This is an optimization exercise on Yosys and OpenROAD, whose aim is a short achievable clock period and few clock cycles, not a production implementation. The RTL was checked by simulation tests, not by an equivalence proof against the original design. No activity file was given, so power comes from the tool's default toggle rates.

[design/flow/flow/run.sh]
#!/bin/bash
# The standard layout with two changes:
#  - synthesis maps the logic with a delay-driven ABC script
#    (flow/abc_speed.script in place of ORFS's scripts/abc_speed.script)
#    and leaves adders to ABC instead of mapping them to full-adder cells
#    first (ADDER_MAP_FILE empty); everything else, registers included, is
#    the standard synthesis;
#  - the resizer is asked to keep 7.6 ns of extra setup slack, so that it
#    works on paths well below the 11 ns clock period.
set -euo pipefail
rm -rf scripts_mod
cp -r "$FLOW_HOME/scripts" scripts_mod
cp flow/abc_speed.script scripts_mod/abc_speed.script
export SCRIPTS_DIR="$PWD/scripts_mod"
export ADDER_MAP_FILE=
export SETUP_SLACK_MARGIN=7.6
bash standard.sh > standard.log 2>&1
[design/flow/flow/abc_speed.script]
strash
dch -f
map -D 800
buffer
upsize -D 800
dnsize -D 800
stime -p
[design/flow/standard.sh]
#!/bin/bash
# synth_recipe.tcl (not shown) runs the flow's synth.tcl, then flattens the netlist and writes it again
# the make line also repeats each setting of config.mk as NAME=value (left out here)
make -C /OpenROAD-flow-scripts/flow DESIGN_CONFIG=/design/flow/config.mk WORK_HOME=/design/flow/orfs CLKGATE_MAP_FILE= SYNTH_SCRIPT=/design/flow/synth_recipe.tcl "${@:-finish}"
[design/flow/config.mk]
export PLATFORM = sky130hd
export DESIGN_NAME = mips
export DESIGN_NICKNAME = mips
export VERILOG_FILES = /design/flow/design.v
export SDC_FILE = /design/flow/constraint.sdc
export NUM_CORES = 4
export LEC_CHECK = 0
export ABC_CLOCK_PERIOD_IN_PS = 800
export CAP_MARGIN = 20
export CORE_MARGIN = 2
export CORE_UTILIZATION = 40
export SLEW_MARGIN = 20
[design/flow/constraint.sdc]
create_clock -name core_clock -period 11.0 [get_ports {clock}]
set_input_delay 2.2000 -clock core_clock [delete_from_list [all_inputs] [get_ports {clock}]]
set_output_delay 2.2000 -clock core_clock [all_outputs]
set_load 0.01 [all_outputs]
[design/flow/design.v]
module mips (
    input clock,
    input reset,
    output [31:0] imem_addr,
    input  [31:0] imem_data,
    output [7:0]  dmem_addr,
    output [31:0] dmem_wdata,
    output        dmem_we,
    output        dmem_byte,
    input  [31:0] dmem_rdata
);
    reg [31:0] pc;
    reg        e_wr;          
    reg        e_load;
    reg        e_store;
    reg        e_branch;
    reg        e_byte;
    reg [4:0]  e_rd;
    reg        e_and, e_or, e_xor, e_nor;
    reg        e_klog, e_ksum, e_kdif, e_klt;
    reg [31:0] e_a;           
    reg [31:0] e_t;           
    reg [31:0] e_imm;         
    reg [31:0] e_pc4;
    reg [31:0] e_pc;
    reg        e_replay;      
    reg        e_a_sum, e_a_dif, e_a_log, e_a_lt, e_a_w, e_a_r;
    reg        e_t_sum, e_t_dif, e_t_log, e_t_lt, e_t_w, e_t_r;
    reg        e_b_sum, e_b_dif, e_b_log, e_b_lt, e_b_w, e_b_r, e_b_i;
    reg        m_wr;
    reg        m_load;
    reg        m_store;
    reg        m_byte;
    reg [4:0]  m_rd;
    reg        m_klog, m_ksum, m_kdif, m_klt;
    reg [31:0] m_sum;
    reg [31:1] m_dif;         
    reg [31:0] m_log;
    reg        m_lt;
    reg [31:0] m_sd;
    reg [31:0] w_data;        
    reg [31:0] registers [0:31];
    assign imem_addr = pc;
    wire [31:0] ins = imem_data;
    wire [31:0] pc_plus4 = pc + 32'd4;
    wire [5:0] op = ins[31:26];
    wire [4:0] rs = ins[25:21];
    wire [4:0] rt = ins[20:16];
    wire [4:0] rd = ins[15:11];
    wire dc_rtype  = (op == 6'b000000);
    wire dc_jump   = op[5] & op[4] & op[3];
    wire dc_brlike = op[5] & op[1] & op[0];
    wire dc_branch = dc_brlike & ~dc_jump;
    wire dc_move   = (op == 6'b100000);
    wire dc_store  = (op[5:1] == 5'b01000);
    wire dc_load   = (op[5:1] == 5'b00100);
    wire dc_byte   = (op == 6'b001001) | (op == 6'b010001);
    wire dc_regwr  = ~(dc_store | dc_jump | dc_brlike);
    wire dc_useimm = ~dc_rtype & ~dc_brlike;
    wire [2:0] P;
    assign P[0] = op[3] | op[4] | (op[0] ^ op[1]) | dc_rtype;
    assign P[1] = op[5] | (~op[2] & op[1] & op[0]) | dc_rtype;
    assign P[2] = ~op[2] | op[1];
    wire       fn_sel = &P;
    wire [2:0] C = fn_sel ? {ins[1], ~ins[2] & ins[1] & ins[0], ins[1] ^ ins[0]} : P;
    wire [4:0] dst = dc_rtype ? rd : rt;
    wire f_static = dc_branch & (rs == rt) & (~fn_sel | (ins[1] & ins[0]));
    wire [32:0] f_tsum;
    ks_add32 ftgt_u (.x({2'b00, pc[31:2]}), .y({{16{ins[15]}}, ins[15:0]}), .cin(1'b1), .s(f_tsum));
    wire [31:0] f_target = {f_tsum[29:0], pc[1:0]};
    wire uses_rs = ~dc_jump & ~f_static;
    wire uses_rt = (dc_rtype | dc_branch | dc_store) & ~f_static;
    reg [31:0] rf_a, rf_t;
    integer k;
    always @(*) begin
        rf_a = 32'd0;
        rf_t = 32'd0;
        for (k = 0; k < 32; k = k + 1) begin
            rf_a = rf_a | ({32{rs == k}} & registers[k]);
            rf_t = rf_t | ({32{rt == k}} & registers[k]);
        end
    end
    wire a_hit_m = e_wr & (e_rd == rs);                
    wire a_hit_w = m_wr & (m_rd == rs) & ~a_hit_m;     
    wire t_hit_m = e_wr & (e_rd == rt);
    wire t_hit_w = m_wr & (m_rd == rt) & ~t_hit_m;
    wire hazard = (uses_rs & e_load & (e_rd == rs)) | (uses_rt & e_load & (e_rd == rt));
    wire [31:0] a = ({32{e_a_sum}} & m_sum) | ({32{e_a_dif}} & {m_dif, m_sum[0]}) |
                    ({32{e_a_log}} & m_log) | {31'd0, e_a_lt & m_lt} |
                    ({32{e_a_w}} & w_data)  | ({32{e_a_r}} & e_a);
    wire [31:0] t = ({32{e_t_sum}} & m_sum) | ({32{e_t_dif}} & {m_dif, m_sum[0]}) |
                    ({32{e_t_log}} & m_log) | {31'd0, e_t_lt & m_lt} |
                    ({32{e_t_w}} & w_data)  | ({32{e_t_r}} & e_t);
    wire [31:0] b = ({32{e_b_sum}} & m_sum) | ({32{e_b_dif}} & {m_dif, m_sum[0]}) |
                    ({32{e_b_log}} & m_log) | {31'd0, e_b_lt & m_lt} |
                    ({32{e_b_w}} & w_data)  | ({32{e_b_r}} & e_t) |
                    ({32{e_b_i}} & e_imm);
    wire [32:0] sum_c;
    wire [32:0] dif;                                      
    ks_add32 add_u (.x(a), .y(b),  .cin(1'b0), .s(sum_c));
    ks_add32 sub_u (.x(a), .y(~b), .cin(1'b1), .s(dif));
    wire [31:0] logic_res = ({32{e_and}} & (a & b)) |
                            ({32{e_or}}  & (a | b)) |
                            ({32{e_xor}} & (a ^ b)) |
                            ({32{e_nor}} & ~(a | b));
    wire z_and = ~|(a & b);
    wire z_or  = ~|(a | b);
    wire z_add = ~|((a ^ b) ^ {(a[30:0] | b[30:0]), 1'b0});
    wire z_sub = ~|(a ^ b);
    wire z_lt  = dif[32];
    wire cond  = (e_and & z_and) | (e_or & z_or) | (e_ksum & z_add) |
                 (e_kdif & z_sub) | (e_klt & z_lt);
    wire e_redirect = e_branch & cond;
    wire [32:0] e_tsum;
    ks_add32 etgt_u (.x({2'b00, e_pc4[31:2]}), .y(e_imm), .cin(1'b0), .s(e_tsum));
    wire [31:0] e_target = {e_tsum[29:0], e_pc4[1:0]};
    wire [31:0] m_res = ({32{m_ksum}} & m_sum) | ({32{m_kdif}} & {m_dif, m_sum[0]}) |
                        ({32{m_klog}} & m_log) | {31'd0, m_klt & m_lt};
    assign dmem_addr  = m_sum[7:0];         
    assign dmem_wdata = m_sd;
    assign dmem_we    = m_store;
    assign dmem_byte  = m_byte;
    wire [31:0] mem_data = m_byte ? {24'b0, dmem_rdata[7:0]} : dmem_rdata;
    wire [31:0] wb_data  = m_load ? mem_data : m_res;
    wire pc_fixed = reset | e_redirect | e_replay;
    wire [31:0] pc_other = reset ? 32'd0 : e_redirect ? e_target : e_replay ? e_pc : pc_plus4;
    wire sel_static = f_static & ~pc_fixed;
    wire sel_jump   = dc_jump & ~pc_fixed;
    wire [31:0] pc_next = sel_static ? f_target :
                          sel_jump   ? {6'b000000, ins[25:0]} : pc_other;
    wire go = ~e_redirect & ~e_replay;
    wire ok = go & ~hazard;
    wire f_and = ~dc_move & (C == 3'b000);
    wire f_or  =  dc_move | (C == 3'b001);
    wire f_xor = ~dc_move & (C == 3'b010);
    wire f_nor = ~dc_move & (C == 3'b011);
    wire f_lt  = ~dc_move & (C == 3'b100);
    wire f_sum = ~dc_move & (C == 3'b101);
    wire f_dif = ~dc_move & C[2] & C[1];
    always @(posedge clock) begin
        pc <= pc_next;
        if (reset) begin
            e_wr     <= 1'b0;
            e_load   <= 1'b0;
            e_store  <= 1'b0;
            e_branch <= 1'b0;
        end else begin
            e_wr     <= ok & dc_regwr;
            e_load   <= ok & dc_load;
            e_store  <= ok & dc_store;
            e_branch <= ok & dc_branch & ~f_static;
        end
        if (reset)
            e_replay <= 1'b0;
        else
            e_replay <= go & hazard;
        e_byte <= dc_byte;
        e_rd   <= dst;
        e_and  <= f_and;
        e_or   <= f_or;
        e_xor  <= f_xor;
        e_nor  <= f_nor;
        e_klog <= f_and | f_or | f_xor | f_nor;
        e_ksum <= f_sum;
        e_kdif <= f_dif;
        e_klt  <= f_lt;
        e_a    <= rf_a;
        e_t    <= rf_t;
        e_imm  <= {{16{ins[15]}}, ins[15:0]};
        e_pc4  <= pc_plus4;
        e_pc   <= pc;
        e_a_sum <= a_hit_m & e_ksum;
        e_a_dif <= a_hit_m & e_kdif;
        e_a_log <= a_hit_m & e_klog;
        e_a_lt  <= a_hit_m & e_klt;
        e_a_w   <= a_hit_w;
        e_a_r   <= ~a_hit_m & ~a_hit_w;
        e_t_sum <= t_hit_m & e_ksum;
        e_t_dif <= t_hit_m & e_kdif;
        e_t_log <= t_hit_m & e_klog;
        e_t_lt  <= t_hit_m & e_klt;
        e_t_w   <= t_hit_w;
        e_t_r   <= ~t_hit_m & ~t_hit_w;
        e_b_sum <= ~dc_useimm & t_hit_m & e_ksum;
        e_b_dif <= ~dc_useimm & t_hit_m & e_kdif;
        e_b_log <= ~dc_useimm & t_hit_m & e_klog;
        e_b_lt  <= ~dc_useimm & t_hit_m & e_klt;
        e_b_w   <= ~dc_useimm & t_hit_w;
        e_b_r   <= ~dc_useimm & ~t_hit_m & ~t_hit_w;
        e_b_i   <= dc_useimm & ~dc_move;
        if (reset) begin
            m_wr     <= 1'b0;
            m_load   <= 1'b0;
            m_store  <= 1'b0;
        end else begin
            m_wr     <= e_wr;
            m_load   <= e_load;
            m_store  <= e_store;
        end
        m_byte   <= e_byte;
        m_rd     <= e_rd;
        m_klog   <= e_klog;
        m_ksum   <= e_ksum;
        m_kdif   <= e_kdif;
        m_klt    <= e_klt;
        m_sum    <= sum_c[31:0];
        m_dif    <= dif[31:1];
        m_log    <= logic_res;
        m_lt     <= ~dif[32];
        m_sd     <= t;
        w_data <= wb_data;
        if (m_wr)
            registers[m_rd] <= wb_data;
    end
endmodule
module ks_add32 (
    input  [31:0] x,
    input  [31:0] y,
    input         cin,
    output [32:0] s
);
    wire [31:0] p0 = x ^ y;
    wire [191:0] g;
    wire [191:0] p;
    assign g[31:0] = (x & y) | {31'd0, p0[0] & cin};
    assign p[31:0] = p0;
    genvar l, i;
    generate
        for (l = 0; l < 5; l = l + 1) begin : lvl
            for (i = 0; i < 32; i = i + 1) begin : col
                if (i >= (1 << l)) begin : op
                    assign g[32*(l+1) + i] = g[32*l + i] | (p[32*l + i] & g[32*l + i - (1 << l)]);
                    assign p[32*(l+1) + i] = p[32*l + i] & p[32*l + i - (1 << l)];
                end else begin : pass
                    assign g[32*(l+1) + i] = g[32*l + i];
                    assign p[32*(l+1) + i] = p[32*l + i];
                end
            end
        end
    endgenerate
    assign s = {g[191], p0 ^ {g[190:160], cin}};
endmodule
==> impl_metrics.csv, run 1 <==
group,metric,value,unit
sta,rsz0062_at_grt,"yes",
sta,setup-tns-final,0,ns
finish,nets,7326,
die,core,163000,µm²
die,die_area,168000,µm²
synth,syn_area_per_cell,10.2,µm²
global_route,grt_max_degree,39,
setup_path,critPathKind,"in -> reg",
synth,yosys.cell_types.count,81,
synth,synth-compound-area-share,18.5,%
die,io-pin-count,140,
placed_design,hpwl,194000,µm
synth,synth-edff-count,1026,
die,die_h,410,µm
synth,netlist_area,65900,µm²
die,die_w,410,µm
setup_path,crit_required,11.69,ns
synth,yosys_most_used_dff,"edfxtp_1",
synth,synth_xor_area_share,1.71,%
synth,syn-num-nets,6558,
placed_design,numPortBuffers,139,
global_route,gr-total-overflow,0,
detailed_routing,drt-total-wl,361000,µm
status,status,"timing/DRC/antenna clean",
global_route,antenna_found_initial,23,
global_route,grt_pass1_wl,470000,µm
sta,maxSlewViolCount,0,
setup_path,cp_max_fo,7,
sta,setup_viol,0,
placed_design,place_area,71600,µm²
setup_path,worst_setup_path_start_kind,"primary input",
synth,synth_seq_cells,1409,
clock_tree,insertion_delay,0.87,ns
sta,tightest_slew,1.21,ns
global_route,grt_use_total,39.7,%
clock_tree,cts_made_buffers,154,
synth,syn_inst,6492,
clock_tree,clockBufferDepth,3,
sta,final_hold_viol_count,0,
sta,whs,0.312,ns
synth,synth_top_family_by_area,"compound AO/OA/AOI/OAI gates",
clock_tree,cts_hold_buf,0,
hold_path,hold_class,"reg -> reg",
clock_tree,clk_pin_slew,0.06,ns
pwr,worst_ir_drop_vdd,0.189,mV
global_route,grt_pass1_vias,60400,
pwr,leakagePower,32.4,nW
die,core.rowCount,148,
synth,synth_fa_ha_area_share,0,%
detailed_routing,first_iter_violations,13800,
clock_tree,htree_levels,4,
synth,yosys.area_share.simple,16.6,%
synth,ys_async_sr_fraction,0,%
pwr,p_per_area,169,nW/µm²
run,drv_cap,0,
detailed_routing,vias_per_cell,6.97,
sta,fmax,0.275,GHz
finish,drive_above_1_share,29.0,%
setup_path,cp.arrival,4.32,ns
synth,ys_seq_area_share,58.4,%
placed_design,gp_congestion,1.01,
finish,fin_area,88300,µm²
detailed_routing,dr_total_vias,66700,
detailed_routing,drt.antenna.violating_nets,0,
setup_path,end_kind,"flip-flop",
detailed_routing,drt_pass1_iterations,12,
sta,relSlewSlack,19.0,%
sta,min_period_over_period,33.0,%
synth,synthMuxAreaShare,0,%
die,start_util,40.4,%
finish,areaGrowthSynthToFinish,34.1,%
clock_tree,cts_tree,"yes",
detailed_routing,drc,0,
clock_tree,clock-sinks,1409,
sta,clock_skew,0.0887,ns
sta,period_needed,3.63,ns
detailed_routing,wl_per_cell,37.7,µm
synth,ys_warn_count,1,
clock_tree,ctsRootBufferMaster,"clkbuf_16",
==> final cells by class <==
class	instances	area, µm²
inverters	436	1850
repair inverters	1	16.3
well taps	2175	2720
clock buffers	204	4160
fillers	13700	74800
multi-input cells	4320	29200
diodes	15	37.5
flip-flops and latches	1409	38700
clock inverters	82	1050
repair buffers	938	10600
==> routing by layer <==
| layer | GRT usage, % | routed length (µm) | vias up | share of wire [%] |
|---|---|---|---|---|
| met5 | 1.52 | 647 | - | 0.18 |
| met4 | 29.1 | 35500 | 28 | 9.8 |
| met3 | 17.7 | 60500 | 2082 | 17 |
| met2 | 55.8 | 143000 | 6946 | 39 |
| met1 | 47.9 | 122000 | 31900 | 34 |
| li1 | - | - | 25800 | - |
==> worst max-delay path, stage by stage <==
cell and delay (ns):
buf_12 0.13, clkinv_8 0.05, nor2_4 0.05, nand2_4 0.07, nor2_4 0.05, buf_12 0.15
buf_12 0.14, buf_6 0.11, a22oi_2 0.15, nand3_1 0.14, a221oi_2 0.22, o221ai_2 0.21
a221oi_2 0.22, nand4_1 0.12, a221oi_2 0.18, nand3_1 0.11
==> cell families (layout without fill, tap and decap cells) <==
logic type,Yosys count,in the layout
and+or+nand+nor,2470,2474
AOI/OAI and AO/OA,1716,1717
DFF,1409,1409
buffers and inverters,768,1661
xor gates and xnor gates,129,129
other,0,15
==> power by group <==
part	total, mW	switching (mW)	internal, mW
sequential	6.73	0.384	6.35
clock	5.39	2.36	3.04
combinational	2.80	1.93	0.867
==> cells in the final DEF (no fill, tap or decap), types with 55 or more instances in the layout <==
| cell | netlist | final |
|---|---|---|
| edfxtp_1 | 1026 | 1026 |
| nand2_1 | 1056 | 950 |
| a22oi_1 | 796 | 669 |
| buf_4 | 17 | 545 |
| nor2_1 | 661 | 471 |
| inv_1 | 427 | 366 |
| dfxtp_1 | 383 | 304 |
| nand4_1 | 267 | 267 |
| nand3_1 | 263 | 226 |
| clkbuf_16 | 0 | 179 |
| a21oi_1 | 226 | 178 |
| o21ai_0 | 206 | 150 |
| a22oi_2 | 14 | 141 |
| nor2_4 | 2 | 139 |
| buf_6 | 25 | 126 |
| buf_12 | 0 | 114 |
| xor2_1 | 106 | 102 |
| nand2_2 | 41 | 82 |
| nand2_4 | 3 | 61 |
| nor2_2 | 5 | 60 |
| o22ai_1 | 65 | 56 |
| a221oi_1 | 109 | 55 |
==> cells in the mapped netlist, types with 33 or more instances <==
cell type,count,area share [%]
a2111oi_0,33,0.44
a21oi_1,226,1.7
a221oi_1,109,1.4
a22o_1,44,0.58
a22oi_1,796,9.1
a31oi_1,42,0.40
clkbuf_1,249,1.4
dfxtp_1,383,12
edfxtp_1,1026,47
inv_1,427,2.4
nand2_1,1056,6.0
nand2_2,41,0.39
nand3_1,263,2.0
nand4_1,267,2.5
nor2_1,661,3.8
nor3_1,58,0.44
o21ai_0,206,1.6
o22ai_1,65,0.62
xor2_1,106,1.4
==> state kept, by name, indices dropped and copies added (netlist names), 5 cells and up <==
signal	cells
m_sum	32
e_a	32
e_pc4	30
pc	32
m_dif	31
m_log	32
w_data	32
registers	1024
e_rd	5
e_imm	16
e_pc	32
m_sd	32
e_t	32
m_rd	5
==> through the flow <==
stage / utilization (%) / instances / power (mW) / setup WS [ns]
global placement: 43.9 / 8638 / 8.88 / 5.01
CTS: 51.5 / 9340 / 14.5 / 7.35
finish: 54.2 / 9580 / 14.9 / 7.37
global route: 54.1 / 9567 / 15.2 / 7.30
detailed placement: 43.9 / 8638 / 8.88 / 4.92
floorplan: - / 6492 / 7.84 / 7.05
==> final timing paths <==
check / cells past startpoint / endpoint / from / slack (ns)
setup / recovery: 16 / e_t[19] / imem_data[16] / 7.37
hold / removal: 0 / m_byte / e_byte / 0.31
setup reg to reg: 19 / pc[1] / e_a_sum / 7.38
hold reg to reg: 0 / m_byte / e_byte / 0.31
==> timing repair <==
item	4_1_cts	5_1_grt
gates resized for setup	1279	479
hold endpoints to repair	0	0
pin swaps	159	254
setup buffers	371	198
endpoints found under the setup margin	239	202
gates cloned	45	27
Testbench counts, summed over its fixed seeds: cycles 38,196.
==> run 2: changes to the inputs <==
--- a/design/flow/design.v
+++ b/design/flow/design.v
@@ -17,6 +17,7 @@
     reg        e_byte;
     reg [4:0]  e_rd;
-    reg        e_and, e_or, e_xor, e_nor;
-    reg        e_klog, e_ksum, e_kdif, e_klt;
+    reg [5:0]  e_op;          
+    reg [2:0]  e_fn;
+    reg        e_move;
     reg [31:0] e_a;           
     reg [31:0] e_t;           
@@ -58,12 +59,6 @@
     wire dc_regwr  = ~(dc_store | dc_jump | dc_brlike);
     wire dc_useimm = ~dc_rtype & ~dc_brlike;
-    wire [2:0] P;
-    assign P[0] = op[3] | op[4] | (op[0] ^ op[1]) | dc_rtype;
-    assign P[1] = op[5] | (~op[2] & op[1] & op[0]) | dc_rtype;
-    assign P[2] = ~op[2] | op[1];
-    wire       fn_sel = &P;
-    wire [2:0] C = fn_sel ? {ins[1], ~ins[2] & ins[1] & ins[0], ins[1] ^ ins[0]} : P;
     wire [4:0] dst = dc_rtype ? rd : rt;
-    wire f_static = dc_branch & (rs == rt) & (~fn_sel | (ins[1] & ins[0]));
+    wire f_static = dc_branch & (rs == rt) & (~(op[3] | op[4]) | (ins[1] & ins[0]));
     wire [32:0] f_tsum;
     ks_add32 ftgt_u (.x({2'b00, pc[31:2]}), .y({{16{ins[15]}}, ins[15:0]}), .cin(1'b1), .s(f_tsum));
@@ -86,4 +81,19 @@
     wire t_hit_w = m_wr & (m_rd == rt) & ~t_hit_m;
     wire hazard = (uses_rs & e_load & (e_rd == rs)) | (uses_rt & e_load & (e_rd == rt));
+    wire e_rtype = (e_op == 6'b000000);
+    wire [2:0] P;
+    assign P[0] = e_op[3] | e_op[4] | (e_op[0] ^ e_op[1]) | e_rtype;
+    assign P[1] = e_op[5] | (~e_op[2] & e_op[1] & e_op[0]) | e_rtype;
+    assign P[2] = ~e_op[2] | e_op[1];
+    wire       fn_sel = &P;
+    wire [2:0] C = fn_sel ? {e_fn[1], ~e_fn[2] & e_fn[1] & e_fn[0], e_fn[1] ^ e_fn[0]} : P;
+    wire e_and  = ~e_move & (C == 3'b000);
+    wire e_or   =  e_move | (C == 3'b001);
+    wire e_xor  = ~e_move & (C == 3'b010);
+    wire e_nor  = ~e_move & (C == 3'b011);
+    wire e_klt  = ~e_move & (C == 3'b100);
+    wire e_ksum = ~e_move & (C == 3'b101);
+    wire e_kdif = ~e_move & C[2] & C[1];
+    wire e_klog = e_and | e_or | e_xor | e_nor;
     wire [31:0] a = ({32{e_a_sum}} & m_sum) | ({32{e_a_dif}} & {m_dif, m_sum[0]}) |
                     ({32{e_a_log}} & m_log) | {31'd0, e_a_lt & m_lt} |
@@ -131,11 +141,4 @@
     wire go = ~e_redirect & ~e_replay;
     wire ok = go & ~hazard;
-    wire f_and = ~dc_move & (C == 3'b000);
-    wire f_or  =  dc_move | (C == 3'b001);
-    wire f_xor = ~dc_move & (C == 3'b010);
-    wire f_nor = ~dc_move & (C == 3'b011);
-    wire f_lt  = ~dc_move & (C == 3'b100);
-    wire f_sum = ~dc_move & (C == 3'b101);
-    wire f_dif = ~dc_move & C[2] & C[1];
     always @(posedge clock) begin
         pc <= pc_next;
@@ -157,12 +160,7 @@
         e_byte <= dc_byte;
         e_rd   <= dst;
-        e_and  <= f_and;
-        e_or   <= f_or;
-        e_xor  <= f_xor;
-        e_nor  <= f_nor;
-        e_klog <= f_and | f_or | f_xor | f_nor;
-        e_ksum <= f_sum;
-        e_kdif <= f_dif;
-        e_klt  <= f_lt;
+        e_op   <= op;
+        e_fn   <= ins[2:0];
+        e_move <= dc_move;
         e_a    <= rf_a;
         e_t    <= rf_t;
==> impl_metrics.csv, run 2 <==
group,metric,value,unit
pwr,p_clk_share,36.3,%
synth,yosys_most_used_dff,"edfxtp_1",
setup_path,critical_path.startpoint,"e_imm[15]",
sta,period_needed,3.61,ns
synth,syn-num-nets,6550,
placed_design,gp_congestion,1.03,
synth,synth-edff-count,1026,
finish,fin_area,85600,µm²
finish,largest_register,"registers",
clock_tree,cts_made_buffers,152,
global_route,grt_use_total,39.5,%
setup_path,critPathKind,"reg -> reg",
detailed_routing,drt.antenna.violating_nets,0,
clock_tree,cts_tree,"yes",
finish,seq_area,38700,µm²
sta,clock_skew,0.0463,ns
finish,areaGrowthSynthToFinish,29.4,%
global_route,grt_max_degree,50,
pwr,p_per_area,173,nW/µm²
setup_path,worst_setup_path_start_kind,"flip-flop",
sta,tightest_slew,1.12,ns
setup_path,r2r-start,"e_imm[15]",
sta,min_period_over_period,32.8,%
clock_tree,ctsRootBufferMaster,"clkbuf_16",
finish,layout_common_cells,"edfxtp_1 (1,026), nand2_1 (898), a22oi_1 (674)",
finish,nets,7111,
synth,synth_top_area_cell,"edfxtp_1",
setup_path,cp_max_fo,15,
setup_path,end_kind,"flip-flop",
synth,synthTopCellsByCount,"edfxtp_1 (1,026), nand2_1 (994), a22oi_1 (770), nor2_1 (718), inv_1 (425)",
finish,multi_input_area,28900,µm²
pwr,total_power,14.8,mW
die,io-pin-count,140,
setup_path,cp_slowest_cell,"dfxtp_2",
global_route,grt_pass1_wl,466000,µm
clock_tree,clockBufferDepth,3,
setup_path,crit_path_end,"pc[5]",
detailed_routing,drt-total-wl,360000,µm
detailed_routing,wl_per_cell,38.4,µm
detailed_routing,drc,0,
finish,final_common_cell,"edfxtp_1",
sta,final_hold_viol_count,0,
synth,ys_top_cells_by_area,"edfxtp_1 (47%), dfxtp_1 (12%), a22oi_1 (8.7%)",
setup_path,crit_top_cell,"nand4_1",
setup_path,crit_cells,18,
setup_path,cp_cell_sequence,"buf_12 -> nand2_4 -> nand3_1 -> nor2_2 -> nand2_2 -> inv_1 -> nand4_1 -> nor2_4 -> nand4_1 -> o211a_1 -> nand2_4 -> o21bai_4 -> buf_12 -> nand4_1 -> buf_6 -> clkbuf_16 -> o2111ai_1 -> a31oi_1",
finish,largest_reg_flops,1024,
run,drv_cap,0,
synth,yosysMostFrequentCell,"edfxtp_1",
die,start_util,40.2,%
synth,synth_top_family_by_area,"compound AO/OA/AOI/OAI gates",
synth,yosys.area_share.simple,16.3,%
clock_tree,insertion_delay,0.83,ns
die,die_h,411,µm
detailed_routing,drt_pass1_iterations,11,
placed_design,place_area,71900,µm²
clock_tree,htree_levels,4,
sta,rsz0062_at_grt,"yes",
clock_tree,clk_pin_slew,0.06,ns
pwr,power_frac_seq,45.5,%
detailed_routing,dr_total_vias,65900,
sta,relSlewSlack,24.8,%
finish,drive_above_1_share,25.6,%
synth,syn_area_per_cell,10.2,µm²
setup_path,crit_required,11.73,ns
synth,ys_warn_count,1,
pwr,comb_power_share,18.2,%
pwr,p_sw,4.62,mW
synth,synth_xor_area_share,1.87,%
placed_design,placedCellCount,8642,
die,core.rowCount,149,
setup_path,max_stage_delay,0.35,ns
detailed_routing,vias_per_cell,7.03,
finish,final_cells,9379,
synth,syn_inst,6484,
pwr,p_int,10.2,mW
hold_path,hold_class,"reg -> reg",
pwr,leakagePower,30.8,nW
setup_path,r2r_slack,7.39,ns
pwr,worst_ir_drop_vdd,0.151,mV
sta,fmax,0.277,GHz
setup_path,reg2reg_to,"pc[5]",
sta,setup_viol,0,
status,status,"timing/DRC/antenna clean",
synth,ys_async_sr_fraction,0,%
die,die_area,169000,µm²
synth,yosysTopAreaCellShare,46.6,%
finish,nFillCells,14100,
setup_path,worstRegToRegCells,18,
global_route,grt_pass1_vias,59400,
synth,ys_seq_area_share,58.1,%
sta,setup-tns-final,0,ns
clock_tree,clock-sinks,1408,
synth,synth_fa_ha_area_share,0,%
sta,maxSlewViolCount,0,
synth,synth-compound-area-share,19.0,%
detailed_routing,first_iter_violations,13500,
placed_design,numPortBuffers,139,
global_route,gr-total-overflow,0,
pwr,swShare,31.3,%
synth,netlist_area,66200,µm²
synth,yosys.cell_types.count,83,
synth,synthMuxAreaShare,0,%
setup_path,cp_num_buf_inv,5,
setup_path,cp_top_family,"simple AND/OR/NAND/NOR gates",
die,die_w,411,µm
clock_tree,cts_hold_buf,0,
synth,synth_seq_cells,1408,
die,core,165000,µm²
setup_path,cp.arrival,4.34,ns
global_route,antenna_found_initial,30,
placed_design,hpwl,191000,µm
==> run 2: cell types whose count changed in the layout (fill, tap and decap cells not counted), sizes merged, moves of 21 or more <==
cell and change:
nor2 +68, a22o +21, nand3 -33, a21oi -32, buf -213, a22oi -31
nand2 -87, a221oi +31, o221ai +22
==> run 2: final cells by class <==
class,instances,share of cell area [%]
multi-input cells,4318,33.7
repair buffers,729,9.67
repair inverters,3,0.0628
clock buffers,203,4.94
well taps,2189,3.20
inverters,433,2.15
diodes,21,0.0614
flip-flops and latches,1408,45.2
clock inverters,75,1.03
==> run 2: layer usage <==
layer  track usage, %  up-vias  routed length (µm)
met4             27.7       24               33800
met1             48.1    31500              120000
met5            0.904        -                 276
met2             56.2     6908              144000
li1                 -    25500                   -
met3             16.5     1991               61400
==> run 2: power groups by stage <==
stage,combinational [mW],sequential [mW],clock [mW]
2_1_floorplan,1.20,6.62,0
4_1_cts,2.36,6.68,5.32
6_report,2.69,6.73,5.36
3_3_place_gp,2.09,6.79,0
5_1_grt,2.74,6.73,5.54
3_5_place_dp,2.10,6.80,0
==> run 2: through the flow <==
stage,utilization (%),hold WS [ns],setup slack (ns)
2_1_floorplan,-,0.310,7.01
3_3_place_gp,43.7,0.315,5.18
3_5_place_dp,43.7,0.313,5.11
4_1_cts,49.8,0.325,7.40
5_1_grt,52.0,0.331,7.40
6_report,52.0,0.325,7.39
==> run 2: what timing repair did <==
action,in CTS,in global routing
gates cloned,31,27
setup endpoints to repair,224,186
buffers inserted,225,155
gates resized for setup,1128,378
endpoints found under the hold margin,0,0
pin swaps,110,176
==> run 2: how the worst min path moves through the flow <==
stage | from | end | slack [ns] | depth (start not counted)
after floorplan | e_byte | m_byte | 0.31 | 0
after global placement | e_byte | m_byte | 0.31 | 0
after detailed placement | e_byte | m_byte | 0.31 | 0
after CTS | e_byte | m_byte | 0.33 | 0
after global routing | e_byte | m_byte | 0.33 | 0
final | e_byte | m_byte | 0.33 | 0
==> run 2: cell families (layout without fill, tap and decap cells) <==
group / after synthesis / count (layout)
compound gates: 1734 / 1735
xor+xnor: 141 / 141
buf+inv: 764 / 1443
simple gates: 2437 / 2442
other cells: 0 / 21
flops: 1408 / 1408
==> run 2: worst reg2reg max path, delay by kind of cell (launching register included) <==
family / cells / cell delay [ns]
flip-flops: 1 / 0.35
AND/OR/NAND/NOR: 9 / 1.61
buffers and inverters: 5 / 0.93
AO/OA/AOI/OAI: 4 / 0.66
Testbench counts of run 2, summed over its fixed seeds: cycles 38,196.
==> run 3: changes to the inputs <==
--- a/design/flow/config.mk
+++ b/design/flow/config.mk
@@ -10,3 +10,5 @@
 export CORE_MARGIN = 2
 export CORE_UTILIZATION = 40
+export CTS_CLUSTER_DIAMETER = 90
+export CTS_CLUSTER_SIZE = 22
 export SLEW_MARGIN = 20
==> impl_metrics.csv, run 3 <==
group,metric,value,unit
sta,relSlewSlack,22.0,%
synth,yosysMostFrequentCell,"edfxtp_1",
setup_path,cp.arrival,4.25,ns
synth,synth-edff-count,1026,
setup_path,worst_setup_path_start_kind,"flip-flop",
global_route,grt_max_degree,50,
die,start_util,40.2,%
synth,yosys_most_used_dff,"edfxtp_1",
pwr,p_per_area,154,nW/µm²
die,die_w,411,µm
synth,syn_area_per_cell,10.2,µm²
synth,ys_top_cells_by_area,"edfxtp_1 (47%), dfxtp_1 (12%), a22oi_1 (8.7%)",
sta,fmax,0.280,GHz
finish,seq_area,38700,µm²
synth,yosys.cell_types.count,83,
die,core,165000,µm²
clock_tree,cts_hold_buf,0,
sta,final_hold_viol_count,0,
finish,nFillCells,14300,
detailed_routing,drt.antenna.violating_nets,0,
pwr,p_int,8.56,mW
sta,period_needed,3.57,ns
pwr,swShare,33.2,%
sta,whs,0.330,ns
hold_path,hold_class,"reg -> reg",
pwr,worst_ir_drop_vdd,0.130,mV
placed_design,gp_congestion,1.03,
clock_tree,clk_pin_slew,0.10,ns
synth,synth_top_area_cell,"edfxtp_1",
sta,setup_viol,0,
detailed_routing,drc,0,
detailed_routing,wl_per_cell,39.1,µm
synth,ys_seq_area_share,58.1,%
pwr,leakagePower,29.7,nW
global_route,antenna_found_initial,44,
detailed_routing,first_iter_violations,13300,
finish,multi_input_area,28800,µm²
synth,ys_async_sr_fraction,0,%
pwr,comb_power_share,20.6,%
finish,post-route-util,50.6,%
placed_design,placedCellCount,8642,
setup_path,crit_required,11.68,ns
synth,ys_warn_count,1,
setup_path,reg2reg_to,"pc[5]",
status,status,"timing/DRC/antenna clean",
sta,tightest_slew,1.17,ns
setup_path,r2r-start,"e_a_sum",
finish,nets,7041,
clock_tree,insertion_delay,0.79,ns
sta,maxSlewViolCount,0,
global_route,grt_pass1_vias,58600,
setup_path,critPathKind,"reg -> reg",
pwr,power_frac_seq,52.4,%
finish,fin_area,83300,µm²
run,drv_cap,0,
die,die_area,169000,µm²
finish,largest_register,"registers",
synth,syn-num-nets,6550,
clock_tree,cts_tree,"yes",
global_route,grt_pass1_wl,465000,µm
finish,drive_above_1_share,24.5,%
clock_tree,htree_levels,3,
finish,layout_common_cells,"edfxtp_1 (1,026), nand2_1 (901), a22oi_1 (664)",
synth,syn_inst,6484,
finish,largest_reg_flops,1024,
global_route,gr-total-overflow,0,
detailed_routing,drt-total-wl,362000,µm
sta,min_period_over_period,32.4,%
clock_tree,clockBufferDepth,3,
die,io-pin-count,140,
synth,yosysTopAreaCellShare,46.6,%
clock_tree,clock-sinks,1408,
finish,areaGrowthSynthToFinish,25.9,%
pwr,p_sw,4.25,mW
synth,synth_seq_cells,1408,
setup_path,cp_max_fo,7,
detailed_routing,vias_per_cell,7.10,
pwr,p_clk_share,27.0,%
setup_path,worstRegToRegCells,18,
placed_design,place_area,71900,µm²
setup_path,r2r_slack,7.43,ns
sta,rsz0062_at_grt,"yes",
die,core.rowCount,149,
synth,synthTopCellsByCount,"edfxtp_1 (1,026), nand2_1 (994), a22oi_1 (770), nor2_1 (718), inv_1 (425)",
die,die_h,411,µm
hold_path,worstHoldStart,"e_byte",
setup_path,end_kind,"flip-flop",
placed_design,hpwl,191000,µm
clock_tree,ctsRootBufferMaster,"clkbuf_16",
sta,clock_skew,0.0408,ns
global_route,grt_use_total,39.5,%
synth,netlist_area,66200,µm²
clock_tree,cts_made_buffers,80,
placed_design,numPortBuffers,139,
finish,final_cells,9264,
hold_path,min_path_cells,0,
sta,setup-tns-final,0,ns
finish,final_common_cell,"edfxtp_1",
detailed_routing,dr_total_vias,65800,
hold_path,hold_end,"m_byte",
detailed_routing,drt_pass1_iterations,10,
[run 3: cell types whose count changed in the layout (fill, tap and decap cells not counted), moves of 9 or more]
cell,previous run,this run
clkbuf_16,179,107
clkinv_2,25,2
clkinv_1,15,0
buf_4,407,393
diode_2,21,35
nor2_4,157,144
bufinv_16,13,1
clkbuf_8,13,2
nor2_1,519,530
a22oi_1,674,664
a22oi_2,107,117
buf_12,100,110
clkbuf_1,33,43
clkinvlp_4,23,14
[run 3: kinds of logic (layout without fill, tap and decap cells)]
family | after synthesis | after routing | synth area share (%)
compound gates | 1734 | 1735 | 19.0
xor+xnor | 141 | 141 | 1.87
buf+inv | 764 | 1314 | 4.79
flops | 1408 | 1408 | 58.1
other cells | 0 | 35 | 0
simple gates | 2437 | 2442 | 16.3
[run 3: timing repair]
item,4_1_cts,5_1_grt
endpoints found under the setup margin,225,195
pin swaps,113,207
gates resized for setup,1159,400
gates cloned,31,30
setup buffers,219,160
hold endpoints to repair,0,0
[run 3: through the flow]
| stage | power, mW | setup slack [ns] |
|---|---|---|
| detailed placement | 8.89 | 5.11 |
| floorplan | 7.81 | 7.01 |
| finish | 12.8 | 7.43 |
| global placement | 8.88 | 5.18 |
| CTS | 12.4 | 7.45 |
| global route | 13.0 | 7.40 |
[run 3: layout make-up]
| class | instances | share of cell area [%] |
|---|---|---|
| multi-input combinational | 4318 | 34.6 |
| antenna | 35 | 0.105 |
| tap | 2189 | 3.29 |
| timing repair buffer | 731 | 10.2 |
| clock inverter | 21 | 0.414 |
| timing repair inverter | 3 | 0.0646 |
| inverter | 433 | 2.22 |
| clock buffer | 126 | 2.66 |
| sequential | 1408 | 46.4 |
[run 3: worst max-delay path: stages (launching register included)]
cell,delay (ns)
dfxtp_4,0.42
buf_12,0.17
a22oi_2,0.20
nand4_1,0.16
buf_4,0.19
nand2_2,0.21
nand2_8,0.11
a2bb2oi_2,0.26
nand4_1,0.23
nor3_2,0.16
nand4_1,0.14
nand2_2,0.20
o21bai_4,0.09
buf_12,0.16
nand4_1,0.09
buf_6,0.18
clkbuf_16,0.19
o2111ai_1,0.13
a31oi_1,0.18
[run 3: power groups by stage]
stage	combinational, mW	sequential, mW	clock, mW
after floorplan	1.20	6.62	0
after global placement	2.09	6.79	0
after detailed placement	2.10	6.80	0
after CTS	2.33	6.67	3.42
after global routing	2.70	6.73	3.59
final	2.64	6.72	3.46
[run 3: worst max path at each step]
stage | start | endpoint | cells after the start
2_1_floorplan | imem_data[1] | pc[26] | 12
3_3_place_gp | imem_data[19] | e_t[29] | 12
3_5_place_dp | imem_data[17] | e_t[29] | 12
4_1_cts | pc[1] | imem_addr[1] | 1
5_1_grt | imem_data[1] | pc[24] | 13
6_report | e_a_sum | pc[5] | 18
[run 3: metal layers]
metal | vias up | part of all wire, % | track usage [%]
met3 | 2004 | 17 | 16.6
met5 | - | 0.21 | 0.904
met1 | 31600 | 33 | 48.1
li1 | 25300 | - | -
met2 | 6812 | 40 | 56.4
met4 | 42 | 9.5 | 27.6

## re-timing with driven ports
Ports are ideal in the flow. The routed layouts listed here were re-timed in OpenROAD.
Step 1: set_driving_cell puts a clkbuf_16 on clock and a buf_2 on each other input, an assumption about the parent block.
Step 2 also shifts input and output timing later by t, the mid clock arrival at the registers, as if the neighbouring blocks saw the same clock.
Three values: ideal ports, drivers, drivers and shift; two values: the first two.
| run | shift t [ns] | slack for setup (ns) | worst hold slack (ns) |
|---|---|---|---|
| run 1 | 0.906 | 7.369 / 7.177 / 6.271 | 0.312 / 0.312 / 0.312 |
| run 2 | 0.889 | 7.393 / 7.344 / 6.581 | 0.325 / 0.325 / 0.325 |
| run 3 | 0.853 | 7.434 / 7.376 / 6.585 | 0.330 / 0.330 / 0.330 |
After both steps setup and hold are still met in every run listed. For run 1, which loses most, drivers alone change the setup slack by -0.192 ns; drivers and shift together by -1.098 ns.
